Background: an optimization exercise with open tools, aiming at small area. Do not read the settings as production practice.
At most, simulation tests tie the RTL to the original design; equivalence was not proved.
The flow treats the clock pin as an ideal source. Dropping or thinning the clock tree relies on that and would not hold on a real chip.
Power is estimated from default activity; no workload was simulated.

==> inputs of run a <==
==> flow/design.v <==
module BlankingForNSC( Sau,Sam,Sal, Sbu,Sbm,Sbl, Scu,Scm,Scl, Sfu,Sfm,Sfl, clk,
                       Sauo,Samo,Salo, Sbuo,Sbmo,Sblo, Scuo,Scmo,Sclo, Sfuo,Sfmo,Sflo );
input Sau,Sam,Sal, Sbu,Sbm,Sbl, Scu,Scm,Scl, Sfu,Sfm,Sfl, clk;
output Sauo,Samo,Salo, Sbuo,Sbmo,Sblo, Scuo,Scmo,Sclo, Sfuo,Sfmo,Sflo;
wire [11:0] s = {Sfl,Sfm,Sfu, Scl,Scm,Scu, Sbl,Sbm,Sbu, Sal,Sam,Sau};
wire [11:0] so;
assign {Sflo,Sfmo,Sfuo, Sclo,Scmo,Scuo, Sblo,Sbmo,Sbuo, Salo,Samo,Sauo} = so;
genvar g;
generate
  for (g = 0; g < 12; g = g + 1) begin : ch
    reg [3:0] q;
    always @(posedge clk) begin
      q[0] <= ~s[g] | q[1];
      q[1] <= ~s[g] | q[2];
      q[2] <= ~(s[g] & q[3]);
      q[3] <= ~(s[g] & q[0] & q[1]);
    end
    assign so[g] = ~(q[0] | q[1] | q[2]);
  end
endgenerate
endmodule
==> flow/flow/run.sh <==
#!/bin/bash
# Standard ORFS layout in three parts: the standard synthesis; every
# combinational cell set to drive strength 1; then the rest of the standard
# flow, with the ports buffered by the smallest buffer and a clock tree of
# small clock buffers without dummy loads.
set -euo pipefail
export RESULTS=$PWD/orfs/results/sky130hd/BlankingForNSC/base
bash standard.sh synth > synth.log 2>&1
openroad -no_init -exit flow/downsize.tcl > downsize.log 2>&1
bash standard.sh \
  "BUFFER_PORTS_ARGS=-buffer_cell sky130_fd_sc_hd__buf_1" \
  "CTS_ARGS=${CTS_ARGS_OVERRIDE:--sink_clustering_enable -repair_clock_nets -dont_use_dummy_load -buf_list sky130_fd_sc_hd__clkbuf_4 sky130_fd_sc_hd__clkbuf_8}" \
  finish > layout.log 2>&1
==> flow/flow/downsize.tcl <==
# Set every combinational cell that synthesis gave a larger drive strength
# to drive strength 1 (same function and pins); the resizer upsizes again
# later wherever timing, slew or capacitance needs it.
set results $::env(RESULTS)
read_db $results/1_synth.odb
set db [ord::get_db]
foreach inst [[ord::get_db_block] getInsts] {
  set name [[$inst getMaster] getName]
  if {[regexp {^(sky130_fd_sc_hd__[a-z0-9]+)_([0-9]+)$} $name -> base drive]} {
    if {$drive > 1 && ![string match "*df*" $base]} {
      set new [$db findMaster ${base}_1]
      if {$new != "NULL"} {
        puts "[$inst getName]: $name -> ${base}_1"
        $inst swapMaster $new
      }
    }
  }
}
write_db $results/1_synth.odb
==> flow/standard.sh <==
#!/bin/bash
# synth_recipe.tcl (not shown) runs the flow's synth.tcl, then flattens the netlist and writes it again
# the make line also repeats each setting of config.mk as NAME=value (left out here)
make -C /OpenROAD-flow-scripts/flow DESIGN_CONFIG=/design/flow/config.mk WORK_HOME=/design/flow/orfs CLKGATE_MAP_FILE= SYNTH_SCRIPT=/design/flow/synth_recipe.tcl "${@:-finish}"
==> flow/config.mk <==
export PLATFORM = sky130hd
export DESIGN_NAME = BlankingForNSC
export DESIGN_NICKNAME = BlankingForNSC
export VERILOG_FILES = /design/flow/design.v
export SDC_FILE = /design/flow/constraint.sdc
export NUM_CORES = 4
export LEC_CHECK = 0
export CAP_MARGIN = 20
export CORE_MARGIN = 2
export CORE_UTILIZATION = 40
export SLEW_MARGIN = 20
==> flow/constraint.sdc <==
create_clock -name core_clock -period 5.0 [get_ports {clk}]
set_input_delay 1.0000 -clock core_clock [delete_from_list [all_inputs] [get_ports {clk}]]
set_output_delay 1.0000 -clock core_clock [all_outputs]
set_load 0.01 [all_outputs]
==> run b: changes against run a <==
--- a/flow/design.v
+++ b/flow/design.v
@@ -9,12 +9,14 @@
 generate
   for (g = 0; g < 12; g = g + 1) begin : ch
-    reg [3:0] q;
+    reg  [3:0] q;
+    wire       o  = ~(q[2] | q[1] | q[0]);    
+    wire       d3 = ~(s[g] & q[0]);
     always @(posedge clk) begin
-      q[0] <= ~s[g] | q[1];
-      q[1] <= ~s[g] | q[2];
-      q[2] <= ~(s[g] & q[3]);
-      q[3] <= ~(s[g] & q[0] & q[1]);
+      q[0] <= ~((o | q[2]) & s[g]);
+      q[1] <= ~((o | q[1]) & s[g]);
+      q[2] <= ~(d3 | q[3]);
+      q[3] <= d3;
     end
-    assign so[g] = ~(q[0] | q[1] | q[2]);
+    assign so[g] = o;
   end
 endgenerate
==> flow/flow/run.sh (replaced) <==
#!/bin/bash
# The standard ORFS layout, with four changes:
#  - after the standard synthesis, every combinational cell is set to drive
#    strength 1 (the resizer upsizes later wherever it needs to);
#  - the ports are buffered by the smallest buffer (buf_1);
#  - the clock tree is built by flow/cts.tcl in place of ORFS's CTS: the clock
#    port drives CTS_K buffers, each feeding one cluster of flip-flops;
#  - everything else (floorplan, placement, routing, finish) is ORFS's own.
set -euo pipefail
export RESULTS=$PWD/orfs/results/sky130hd/BlankingForNSC/base
export CTS_BUF=sky130_fd_sc_hd__buf_4
export CTS_K=4
PORTS="BUFFER_PORTS_ARGS=-buffer_cell sky130_fd_sc_hd__buf_1"
bash standard.sh synth > synth.log 2>&1
openroad -no_init -exit flow/downsize.tcl > downsize.log 2>&1
bash standard.sh "$PORTS" place > place.log 2>&1
openroad -no_init -exit flow/cts.tcl > cts.log 2>&1
bash standard.sh "$PORTS" finish > finish.log 2>&1
==> flow/flow/cts.tcl (new file) <==
# Manual clock tree: the clock port drives K clock buffers, each of which
# drives the flip-flops of one cluster (clusters from recursive bisection of
# the flip-flop locations at the median).
proc cluster {insts k axis} {
  if {$k <= 1 || [llength $insts] <= 1} { return [list $insts] }
  set keyed {}
  foreach i $insts {
    set loc [$i getLocation]
    lappend keyed [list [lindex $loc $axis] $i]
  }
  set sorted {}
  foreach p [lsort -integer -index 0 $keyed] { lappend sorted [lindex $p 1] }
  set k1 [expr {$k / 2}]
  set n1 [expr {int(round([llength $sorted] * double($k1) / $k))}]
  set a [lrange $sorted 0 [expr {$n1 - 1}]]
  set b [lrange $sorted $n1 end]
  set nax [expr {1 - $axis}]
  return [concat [cluster $a $k1 $nax] [cluster $b [expr {$k - $k1}] $nax]]
}

proc manual_cts {bufname k axis} {
  set block [ord::get_db_block]
  set db [ord::get_db]
  set master [$db findMaster $bufname]
  set clknet [$block findNet clk]
  set flops {}
  set sinks {}
  foreach it [$clknet getITerms] {
    lappend sinks $it
    lappend flops [$it getInst]
  }
  set groups [cluster $flops $k $axis]
  set n 0
  foreach g $groups {
    set sx 0; set sy 0
    foreach i $g { set loc [$i getLocation]; incr sx [lindex $loc 0]; incr sy [lindex $loc 1] }
    set cx [expr {$sx / [llength $g]}]
    set cy [expr {$sy / [llength $g]}]
    set buf [odb::dbInst_create $block $master clkbuf_leaf_$n]
    set net [odb::dbNet_create $block clknet_leaf_$n]
    $net setSigType CLOCK
    $buf setLocation $cx $cy
    $buf setPlacementStatus PLACED
    [$buf findITerm A] connect $clknet
    [$buf findITerm X] connect $net
    foreach i $g {
      set it [$i findITerm CLK]
      $it disconnect
      $it connect $net
    }
    incr n
  }
}

set results $::env(RESULTS)
set platform /OpenROAD-flow-scripts/flow/platforms/sky130hd
read_liberty $platform/lib/sky130_fd_sc_hd__tt_025C_1v80.lib
read_db $results/3_place.odb
read_sdc $results/3_place.sdc
source $platform/setRC.tcl
manual_cts $::env(CTS_BUF) $::env(CTS_K) 0
set_propagated_clock [all_clocks]
detailed_placement
check_placement -verbose
estimate_parasitics -placement
set w 0
foreach p [get_pins -hierarchical */CLK] {
  foreach v [list [get_property $p slew_max_rise] [get_property $p slew_max_fall]] { if {$v > $w} {set w $v} }
}
puts "worst flip-flop clock pin slew (placement estimate): $w"
report_clock_skew
report_worst_slack -min
report_worst_slack -max
write_db $results/4_1_cts.odb
write_db $results/4_cts.odb
write_sdc $results/4_cts.sdc
- CORE_UTILIZATION: 40 -> 35
==> run c: changes against run a <==
--- a/flow/design.v
+++ b/flow/design.v
@@ -9,12 +9,9 @@
 generate
   for (g = 0; g < 12; g = g + 1) begin : ch
-    reg [3:0] q;
-    always @(posedge clk) begin
-      q[0] <= ~s[g] | q[1];
-      q[1] <= ~s[g] | q[2];
-      q[2] <= ~(s[g] & q[3]);
-      q[3] <= ~(s[g] & q[0] & q[1]);
-    end
-    assign so[g] = ~(q[0] | q[1] | q[2]);
+    reg [3:0] cnt;
+    always @(posedge clk)
+      if (!s[g])            cnt <= 4'd0;
+      else if (cnt != 4'd9) cnt <= cnt + 4'd1;
+    assign so[g] = (cnt == 4'd9);
   end
 endgenerate
==> flow/run.sh (new file) <==
#!/bin/bash
# synth_recipe.tcl (not shown) runs the flow's synth.tcl, then flattens the netlist and writes it again
# the make line also repeats each setting of config.mk as NAME=value (left out here)
make -C /OpenROAD-flow-scripts/flow DESIGN_CONFIG=/design/flow/config.mk WORK_HOME=/design/flow/orfs CLKGATE_MAP_FILE= SYNTH_SCRIPT=/design/flow/synth_recipe.tcl finish
removed: flow/flow/run.sh
removed: flow/flow/downsize.tcl
removed: flow/standard.sh
==> comparison table <==
Ratio of cells with drive above 1 in the final layout: run b 0.0250; run c 0.0699; run a -
Highest routed layer: run b met4; run c met4; run a -
Capture point of the worst path: run b Sauo; run c Sbmo; run a -
Flip-flop count of the largest register, all copies and words added: run b 48; run c 48; run a -
Met1 demand-to-capacity share in global routing: run b 0.100; run c 0.142; run a -
First-pass DRT Iterations: run b 4; run c 4; run a -
Power in sequential cells: run b 0.426 mW; run c 0.432 mW; run a -
Count of fill cells added during filler insertion: run b 383; run c 563; run a -
Number of placed instances, taps included: run b 204; run c 339; run a 176
Routed wire per std cell: run b 8.90 µm; run c 9.65 µm; run a -
Hold path cells: run b 1; run c 2; run a -
Area growth from synthesis to layout: run b 13.6%; run c 18.2%; run a -
Worst R2R Start: run b ch[6].q[0]; run c ch[4].cnt[0]; run a -
Library cell contributing the largest single delay on the critical path: run b dfxtp_1; run c clkdlybuf4s50_1; run a -
Max-slew headroom: run b 0.892; run c 0.877; run a -
Worst endpoint data arrival time: run b 840 ps; run c 1660 ps; run a -
Final antenna diode count: run b 0; run c 0; run a -
Setup repair after global routing missed its margin: run b no; run c no; run a -
Minimum setup slack among reg-to-reg paths: run b 4380 ps; run c 3830 ps; run a -
Run status: run b complete, no violations; run c complete, no violations; run a did not finish
Last stage reached: run b -; run c -; run a clock tree synthesis
Power group with the largest share: run b registers; run c registers; run a -
Core occupancy in the finished layout: run b 0.413; run c 0.488; run a -
Setup skew after layout: run b 5.41 ps; run c 7.17 ps; run a -
Vertical die dimension: run b 65.4 µm; run c 82.0 µm; run a 60.5 µm
Number of sequential storage elements: run b 48; run c 48; run a -
Largest area class, layout: run b registers; run c multi-input gates; run a -
Function not checked in run a: the RTL went through the layout flow alone. In run b the design's own scripts or RTL, not TritonCTS, make the clock network.

## separate check: timing with driven ports
How much do the figures lean on ideal ports? The routed layouts below were timed once more, with nothing changed but the port constraints. Step 1, drivers: a clkbuf_16 drives clk and a buf_2 each remaining input, both assumed. Step 2 times the ports against the registers' clock, not the clock port: input delays grow and output delays shrink by t, the midpoint of the rising clock arrivals with the driver on. a / b / c = ideal / step 1 / step 2; a / b = the first two.
| run | shift t [ns] | setup slack, ns | hold WS [ns] | worst setup path at the end |
|---|---|---|---|---|
| run b | 0.184 | 3.162 / 3.116 / 3.300 | 0.387 / 0.387 / 0.387 | register to output |
| run c | 0.323 | 2.341 / 2.312 / 2.635 | 0.509 / 0.509 / 0.509 | register to output |
After both steps setup and hold are still met in every run listed.
